What follows belongs to an exercise in optimizing a design on an open flow for small area and a short achievable clock period; a production flow would make more cautious choices. Power is estimated from default activity; no workload was simulated.

==> maple <==
## ArithmaticUnit
module ArithmaticUnit(
		input wire clock_i, isWb_i, enable_i,
		input wire [4:0] wbAddress_i,
		input wire [6:0] opCode_i,
		input wire [15:0] pOperand_i, sOperand_i,
		output reg wbEnable_o,
		output reg [4:0] wbAddress_o,
		output reg [15:0] wbData_o,
		output reg [1:0] statusWriteback_o  
    );
clock: 8.0 ns
lec_check: 0
abc_area: 1
cap_margin: 20
core_margin: 2
core_utilization: 60
setup_slack_margin: 2.5
slew_margin: 20
synth_hierarchical: 1
synth_minimum_keep_size: 0
run.sh (not shown) runs the stock make flow with config.mk's settings and CLKGATE_MAP_FILE= SYNTH_SCRIPT=/design/flow/synth_recipe.tcl, a recipe that flattens the netlist after the stock synthesis.
==> garnet: changes against maple <==
- SETUP_SLACK_MARGIN: 2.5 -> 2.0
==> notes <==
Total power: garnet is smaller than maple (15%). Synthesized cell count is the same in maple and garnet. Of maple and garnet, maple has the higher worst setup slack (gap 0.37 ns). Count of clock-buffer cells in the layout is the same in garnet and maple. Critical path depth: garnet is lower than maple (2). In die area, maple and garnet do not differ. In synthesized area, maple and garnet do not differ. Of maple and garnet, garnet has the higher sequential share of layout area (gap 0.86 points). Final cell count: garnet is smaller than maple (2.8%). Non-clock buffer count: maple is higher than garnet (20). Sequential power is about the same in maple and garnet.
No functional check of the RTL was part of any run of this note.

==> 07-12: inputs <==
ArithmaticUnit, a different RTL version from the one above (not shown whole).
==> flow/design.v (excerpt) <==
module ArithmaticUnit(
		input wire clock_i, isWb_i, enable_i,
		input wire [4:0] wbAddress_i,
		input wire [6:0] opCode_i,
		input wire [15:0] pOperand_i, sOperand_i,
		output reg wbEnable_o,
		output reg [4:0] wbAddress_o,
		output reg [15:0] wbData_o,
		output reg [1:0] statusWriteback_o  
    );
	wire [15:0] P = pOperand_i;
	wire [15:0] S = sOperand_i;
	wire mul = opCode_i[1] & opCode_i[0];
	wire sub = opCode_i[1] & ~opCode_i[0];
	wire as  = opCode_i[1] ^ opCode_i[0];
	wire [7:0] one, two, neg;
	assign one[0] = (mul & P[0]) | as;
	assign two[0] = mul & P[1] & ~P[0];
	assign neg[0] = (mul & P[1]) | sub;
	genvar k;
	generate for (k = 1; k < 8; k = k + 1) begin : enc
		assign one[k] = mul & (P[2*k] ^ P[2*k-1]);
		assign two[k] = mul & ((P[2*k+1] & ~P[2*k] & ~P[2*k-1]) | (~P[2*k+1] & P[2*k] & P[2*k-1]));
		assign neg[k] = mul & P[2*k+1];
	end endgenerate
	wire pp0_0 = ((one[0] & S[0]) | (two[0] & 1'b0)) ^ neg[0];
	wire pp0_1 = ((one[0] & S[1]) | (two[0] & S[0])) ^ neg[0];
	wire pp0_2 = ((one[0] & S[2]) | (two[0] & S[1])) ^ neg[0];
	wire pp0_3 = ((one[0] & S[3]) | (two[0] & S[2])) ^ neg[0];
	wire pp0_4 = ((one[0] & S[4]) | (two[0] & S[3])) ^ neg[0];
	wire pp0_5 = ((one[0] & S[5]) | (two[0] & S[4])) ^ neg[0];
	wire pp0_6 = ((one[0] & S[6]) | (two[0] & S[5])) ^ neg[0];
	wire pp0_7 = ((one[0] & S[7]) | (two[0] & S[6])) ^ neg[0];
	wire pp0_8 = ((one[0] & S[8]) | (two[0] & S[7])) ^ neg[0];
	wire pp0_9 = ((one[0] & S[9]) | (two[0] & S[8])) ^ neg[0];
	wire pp0_10 = ((one[0] & S[10]) | (two[0] & S[9])) ^ neg[0];
  ...
clock: 8.0 ns
lec_check: 0
cap_margin: 20
core_margin: 2
core_utilization: 60
setup_slack_margin: 2.0
slew_margin: 20
==> 06-19 (differences from 07-12) <==
--- a/flow/design.v
+++ b/flow/design.v
@@ -36,112 +36,112 @@
 	wire pp0_8 = ((one[0] & S[8]) | (two[0] & S[7])) ^ neg[0];
 	wire pp0_9 = ((one[0] & S[9]) | (two[0] & S[8])) ^ neg[0];
 	wire pp0_10 = ((one[0] & S[10]) | (two[0] & S[9])) ^ neg[0];
 	wire pp0_11 = ((one[0] & S[11]) | (two[0] & S[10])) ^ neg[0];
 	wire pp0_12 = ((one[0] & S[12]) | (two[0] & S[11])) ^ neg[0];
 	wire pp0_13 = ((one[0] & S[13]) | (two[0] & S[12])) ^ neg[0];
 	wire pp0_14 = ((one[0] & S[14]) | (two[0] & S[13])) ^ neg[0];
 	wire pp0_15 = ((one[0] & S[15]) | (two[0] & S[14])) ^ neg[0];
-	wire ng0 = neg[0];
 	wire pp1_2 = (((one[1] & S[0]) | (two[1] & 1'b0)) ^ neg[1]) | (as & P[2]);
 	wire pp1_3 = (((one[1] & S[1]) | (two[1] & S[0])) ^ neg[1]) | (as & P[3]);
 	wire pp1_4 = (((one[1] & S[2]) | (two[1] & S[1])) ^ neg[1]) | (as & P[4]);
 	wire pp1_5 = (((one[1] & S[3]) | (two[1] & S[2])) ^ neg[1]) | (as & P[5]);
 	wire pp1_6 = (((one[1] & S[4]) | (two[1] & S[3])) ^ neg[1]) | (as & P[6]);
 	wire pp1_7 = (((one[1] & S[5]) | (two[1] & S[4])) ^ neg[1]) | (as & P[7]);
 	wire pp1_8 = (((one[1] & S[6]) | (two[1] & S[5])) ^ neg[1]) | (as & P[8]);
 	wire pp1_9 = (((one[1] & S[7]) | (two[1] & S[6])) ^ neg[1]) | (as & P[9]);
 	wire pp1_10 = (((one[1] & S[8]) | (two[1] & S[7])) ^ neg[1]) | (as & P[10]);
 	wire pp1_11 = (((one[1] & S[9]) | (two[1] & S[8])) ^ neg[1]) | (as & P[11]);
 	wire pp1_12 = (((one[1] & S[10]) | (two[1] & S[9])) ^ neg[1]) | (as & P[12]);
 	wire pp1_13 = (((one[1] & S[11]) | (two[1] & S[10])) ^ neg[1]) | (as & P[13]);
 	wire pp1_14 = (((one[1] & S[12]) | (two[1] & S[11])) ^ neg[1]) | (as & P[14]);
 	wire pp1_15 = (((one[1] & S[13]) | (two[1] & S[12])) ^ neg[1]) | (as & P[15]);
-	wire ng1 = neg[1];
 	wire pp2_4 = ((one[2] & S[0]) | (two[2] & 1'b0)) ^ neg[2];
 	wire pp2_5 = ((one[2] & S[1]) | (two[2] & S[0])) ^ neg[2];
 	wire pp2_6 = ((one[2] & S[2]) | (two[2] & S[1])) ^ neg[2];
 	wire pp2_7 = ((one[2] & S[3]) | (two[2] & S[2])) ^ neg[2];
 	wire pp2_8 = ((one[2] & S[4]) | (two[2] & S[3])) ^ neg[2];
 	wire pp2_9 = ((one[2] & S[5]) | (two[2] & S[4])) ^ neg[2];
 	wire pp2_10 = ((one[2] & S[6]) | (two[2] & S[5])) ^ neg[2];
 	wire pp2_11 = ((one[2] & S[7]) | (two[2] & S[6])) ^ neg[2];
 	wire pp2_12 = ((one[2] & S[8]) | (two[2] & S[7])) ^ neg[2];
 	wire pp2_13 = ((one[2] & S[9]) | (two[2] & S[8])) ^ neg[2];
 	wire pp2_14 = ((one[2] & S[10]) | (two[2] & S[9])) ^ neg[2];
 	wire pp2_15 = ((one[2] & S[11]) | (two[2] & S[10])) ^ neg[2];
-	wire ng2 = neg[2];
 	wire pp3_6 = ((one[3] & S[0]) | (two[3] & 1'b0)) ^ neg[3];
 	wire pp3_7 = ((one[3] & S[1]) | (two[3] & S[0])) ^ neg[3];
 	wire pp3_8 = ((one[3] & S[2]) | (two[3] & S[1])) ^ neg[3];
 	wire pp3_9 = ((one[3] & S[3]) | (two[3] & S[2])) ^ neg[3];
 	wire pp3_10 = ((one[3] & S[4]) | (two[3] & S[3])) ^ neg[3];
 	wire pp3_11 = ((one[3] & S[5]) | (two[3] & S[4])) ^ neg[3];
 	wire pp3_12 = ((one[3] & S[6]) | (two[3] & S[5])) ^ neg[3];
 	wire pp3_13 = ((one[3] & S[7]) | (two[3] & S[6])) ^ neg[3];
 	wire pp3_14 = ((one[3] & S[8]) | (two[3] & S[7])) ^ neg[3];
 	wire pp3_15 = ((one[3] & S[9]) | (two[3] & S[8])) ^ neg[3];
-	wire ng3 = neg[3];
 	wire pp4_8 = ((one[4] & S[0]) | (two[4] & 1'b0)) ^ neg[4];
 	wire pp4_9 = ((one[4] & S[1]) | (two[4] & S[0])) ^ neg[4];
 	wire pp4_10 = ((one[4] & S[2]) | (two[4] & S[1])) ^ neg[4];
 	wire pp4_11 = ((one[4] & S[3]) | (two[4] & S[2])) ^ neg[4];
 	wire pp4_12 = ((one[4] & S[4]) | (two[4] & S[3])) ^ neg[4];
 	wire pp4_13 = ((one[4] & S[5]) | (two[4] & S[4])) ^ neg[4];
 	wire pp4_14 = ((one[4] & S[6]) | (two[4] & S[5])) ^ neg[4];
 	wire pp4_15 = ((one[4] & S[7]) | (two[4] & S[6])) ^ neg[4];
-	wire ng4 = neg[4];
 	wire pp5_10 = ((one[5] & S[0]) | (two[5] & 1'b0)) ^ neg[5];
 	wire pp5_11 = ((one[5] & S[1]) | (two[5] & S[0])) ^ neg[5];
 	wire pp5_12 = ((one[5] & S[2]) | (two[5] & S[1])) ^ neg[5];
 	wire pp5_13 = ((one[5] & S[3]) | (two[5] & S[2])) ^ neg[5];
 	wire pp5_14 = ((one[5] & S[4]) | (two[5] & S[3])) ^ neg[5];
 	wire pp5_15 = ((one[5] & S[5]) | (two[5] & S[4])) ^ neg[5];
-	wire ng5 = neg[5];
 	wire pp6_12 = ((one[6] & S[0]) | (two[6] & 1'b0)) ^ neg[6];
 	wire pp6_13 = ((one[6] & S[1]) | (two[6] & S[0])) ^ neg[6];
 	wire pp6_14 = ((one[6] & S[2]) | (two[6] & S[1])) ^ neg[6];
 	wire pp6_15 = ((one[6] & S[3]) | (two[6] & S[2])) ^ neg[6];
-	wire ng6 = neg[6];
 	wire pp7_14 = ((one[7] & S[0]) | (two[7] & 1'b0)) ^ neg[7];
 	wire pp7_15 = ((one[7] & S[1]) | (two[7] & S[0])) ^ neg[7];
-	wire ng7 = neg[7];
+	wire neg0 = neg[0];
+	wire neg1 = neg[1];
+	wire neg2 = neg[2];
+	wire neg3 = neg[3];
+	wire neg4 = neg[4];
+	wire neg5 = neg[5];
+	wire neg6 = neg[6];
+	wire neg7 = neg[7];
 	wire xp0 = as & P[0];
 	wire xp1 = as & P[1];
-	wire hs0 = ng5 ^ pp0_10;
-	wire hc0 = ng5 & pp0_10;
+	wire hs0 = neg5 ^ pp0_10;
+	wire hc0 = neg5 & pp0_10;
 	wire hs1 = pp0_11 ^ pp1_11;
 	wire hc1 = pp0_11 & pp1_11;
-	wire fs0 = ng6 ^ pp0_12 ^ pp1_12;
-	wire fc0 = (ng6 & pp0_12) | (ng6 & pp1_12) | (pp0_12 & pp1_12);
+	wire fs0 = neg6 ^ pp0_12 ^ pp1_12;
+	wire fc0 = (neg6 & pp0_12) | (neg6 & pp1_12) | (pp0_12 & pp1_12);
 	wire hs2 = pp2_12 ^ pp3_12;
 	wire hc2 = pp2_12 & pp3_12;
 	wire fs1 = pp0_13 ^ pp1_13 ^ pp2_13;
 	wire fc1 = (pp0_13 & pp1_13) | (pp0_13 & pp2_13) | (pp1_13 & pp2_13);
 	wire hs3 = pp3_13 ^ pp4_13;
 	wire hc3 = pp3_13 & pp4_13;
-	wire fs2 = ng7 ^ pp0_14 ^ pp1_14;
-	wire fc2 = (ng7 & pp0_14) | (ng7 & pp1_14) | (pp0_14 & pp1_14);
+	wire fs2 = neg7 ^ pp0_14 ^ pp1_14;
+	wire fc2 = (neg7 & pp0_14) | (neg7 & pp1_14) | (pp0_14 & pp1_14);
 	wire fs3 = pp2_14 ^ pp3_14 ^ pp4_14;
 	wire fc3 = (pp2_14 & pp3_14) | (pp2_14 & pp4_14) | (pp3_14 & pp4_14);
 	wire hs4 = pp5_14 ^ pp6_14;
 	wire hc4 = pp5_14 & pp6_14;
 	wire fs4 = pp0_15 ^ pp1_15 ^ pp2_15;
 	wire fc4 = (pp0_15 & pp1_15) | (pp0_15 & pp2_15) | (pp1_15 & pp2_15);
 	wire fs5 = pp3_15 ^ pp4_15 ^ pp5_15;
 	wire fc5 = (pp3_15 & pp4_15) | (pp3_15 & pp5_15) | (pp4_15 & pp5_15);
 	wire hs5 = pp6_15 ^ pp7_15;
 	wire hc5 = pp6_15 & pp7_15;
-	wire hs6 = ng3 ^ pp0_6;
-	wire hc6 = ng3 & pp0_6;
+	wire hs6 = neg3 ^ pp0_6;
+	wire hc6 = neg3 & pp0_6;
 	wire hs7 = pp0_7 ^ pp1_7;
 	wire hc7 = pp0_7 & pp1_7;
-	wire fs6 = ng4 ^ pp0_8 ^ pp1_8;
-	wire fc6 = (ng4 & pp0_8) | (ng4 & pp1_8) | (pp0_8 & pp1_8);
+	wire fs6 = neg4 ^ pp0_8 ^ pp1_8;
+	wire fc6 = (neg4 & pp0_8) | (neg4 & pp1_8) | (pp0_8 & pp1_8);
 	wire hs8 = pp2_8 ^ pp3_8;
 	wire hc8 = pp2_8 & pp3_8;
 	wire fs7 = pp0_9 ^ pp1_9 ^ pp2_9;
 	wire fc7 = (pp0_9 & pp1_9) | (pp0_9 & pp2_9) | (pp1_9 & pp2_9);
 	wire hs9 = pp3_9 ^ pp4_9;
 	wire hc9 = pp3_9 & pp4_9;
 	wire fs8 = pp1_10 ^ pp2_10 ^ pp3_10;
 	wire fc8 = (pp1_10 & pp2_10) | (pp1_10 & pp3_10) | (pp2_10 & pp3_10);
@@ -162,18 +162,18 @@
 	wire fs16 = pp7_14 ^ hc3 ^ hs4;
 	wire fc16 = (pp7_14 & hc3) | (pp7_14 & hs4) | (hc3 & hs4);
 	wire fs17 = fc1 ^ fs2 ^ fs3;
 	wire fc17 = (fc1 & fs2) | (fc1 & fs3) | (fs2 & fs3);
 	wire fs18 = hc4 ^ hs5 ^ fc2;
 	wire fc18 = (hc4 & hs5) | (hc4 & fc2) | (hs5 & fc2);
 	wire fs19 = fc3 ^ fs4 ^ fs5;
 	wire fc19 = (fc3 & fs4) | (fc3 & fs5) | (fs4 & fs5);
-	wire hs10 = ng2 ^ pp0_4;
-	wire hc10 = ng2 & pp0_4;
+	wire hs10 = neg2 ^ pp0_4;
+	wire hc10 = neg2 & pp0_4;
 	wire hs11 = pp0_5 ^ pp1_5;
 	wire hc11 = pp0_5 & pp1_5;
 	wire fs20 = pp1_6 ^ pp2_6 ^ pp3_6;
 	wire fc20 = (pp1_6 & pp2_6) | (pp1_6 & pp3_6) | (pp2_6 & pp3_6);
 	wire fs21 = pp2_7 ^ pp3_7 ^ hc6;
 	wire fc21 = (pp2_7 & pp3_7) | (pp2_7 & hc6) | (pp3_7 & hc6);
 	wire fs22 = pp4_8 ^ hc7 ^ hs8;
 	wire fc22 = (pp4_8 & hc7) | (pp4_8 & hs8) | (hc7 & hs8);
@@ -186,22 +186,22 @@
 	wire fs26 = fc10 ^ fs12 ^ fc11;
 	wire fc26 = (fc10 & fs12) | (fc10 & fc11) | (fs12 & fc11);
 	wire fs27 = fc12 ^ fs14 ^ fc13;
 	wire fc27 = (fc12 & fs14) | (fc12 & fc13) | (fs14 & fc13);
 	wire fs28 = fc14 ^ fs16 ^ fc15;
 	wire fc28 = (fc14 & fs16) | (fc14 & fc15) | (fs16 & fc15);
 	wire fs29 = fc16 ^ fc17 ^ fs18;
 	wire fc29 = (fc16 & fc17) | (fc16 & fs18) | (fc17 & fs18);
-	wire hs12 = xp0 ^ ng0;
-	wire hc12 = xp0 & ng0;
+	wire hs12 = xp0 ^ neg0;
+	wire hc12 = xp0 & neg0;
 	wire hs13 = xp1 ^ pp0_1;
 	wire hc13 = xp1 & pp0_1;
-	wire fs30 = ng1 ^ pp0_2 ^ pp1_2;
-	wire fc30 = (ng1 & pp0_2) | (ng1 & pp1_2) | (pp0_2 & pp1_2);
+	wire fs30 = neg1 ^ pp0_2 ^ pp1_2;
+	wire fc30 = (neg1 & pp0_2) | (neg1 & pp1_2) | (pp0_2 & pp1_2);
 	wire hs14 = pp0_3 ^ pp1_3;
 	wire hc14 = pp0_3 & pp1_3;
 	wire fs31 = pp1_4 ^ pp2_4 ^ hs10;
 	wire fc31 = (pp1_4 & pp2_4) | (pp1_4 & hs10) | (pp2_4 & hs10);
 	wire fs32 = pp2_5 ^ hc10 ^ hs11;
 	wire fc32 = (pp2_5 & hc10) | (pp2_5 & hs11) | (hc10 & hs11);
 	wire fs33 = hc11 ^ hs6 ^ fs20;
 	wire fc33 = (hc11 & hs6) | (hc11 & fs20) | (hs6 & fs20);
- CORE_UTILIZATION: 60 -> 40
- SETUP_SLACK_MARGIN: 2.0 -> 3.5
==> notes.md <==
* Run status: finished clean
* DP Area at 6280 µm²
* Row cnt at 41
* Met1 GRT Util at 32.3%
* Final Net Count at 894
* Critical Path Start: pOperand_i[1]
* Initial drt markers at roughly 460
* Largest net degree at the start of global routing at 45
* Met3 Wirelength at 1.06 mm
* GR met3 Demand/Resource at about 2.8%
Source of the figures above: 06-19

==> notes.md <==
* Run status: finished clean
* Largest net degree at the start of global routing at 31
* Maximum root-to-sink buffer count at 2
* Num CTS Buffers at 3
* Yosys warning count at 1
* Critical Path Start: pOperand_i[2]
* Initial drt markers at about 550
* DP Area at 5960 µm²
* Area Overhead vs Synth at 18.8%
* Met1 GRT Util at 43.3%
* Row cnt at 34
* Met3 Wirelength at approximately 1.2 mm
* Combinational power share at 78.3%
* Fillers at between 600 and 700
* Drc violations at 0
* GR met3 Demand/Resource at roughly 2.2%
Source of the figures above: 07-12

Function was not checked in any run of this note: the RTL went through the layout flow alone.

-- afterwards: timing with drivers on the ports --
The flow's constraints put no driver on any port. The routed layouts listed below were extracted and timed again, unchanged, in two steps. Step 1 assumes that a clkbuf_16 drives the clock port and a buf_2 every other input. Step 2 moves the port delays by t, midway between the first and last clock arrival at a register: inputs arrive t later, outputs are due t later. That takes back most of the time a late clock gives input paths. a / b / c = ideal ports / drivers / drivers and shift; a / b = the first two.
run	t (ns)	setup slack, ns	clock arrival spread, ns	worst slew at a driven data input, ns	pins driven straight from the clock port
maple	0.317	2.548 / 2.533 / 2.216	0.002 / 0.002	0.05	1
garnet	0.308	2.175 / 2.183 / 1.874	0.010 / 0.011	0.04	1
07-12	0.289	1.984 / 1.985 / 1.696	0.006 / 0.006	0.04	1
06-19	0.286	2.488 / 2.454 / 2.168	0.003 / 0.002	0.09	1
After both steps every run listed still meets setup and hold. For maple, which loses most, drivers alone change the setup slack by -0.015 ns; drivers and shift together by -0.332 ns.
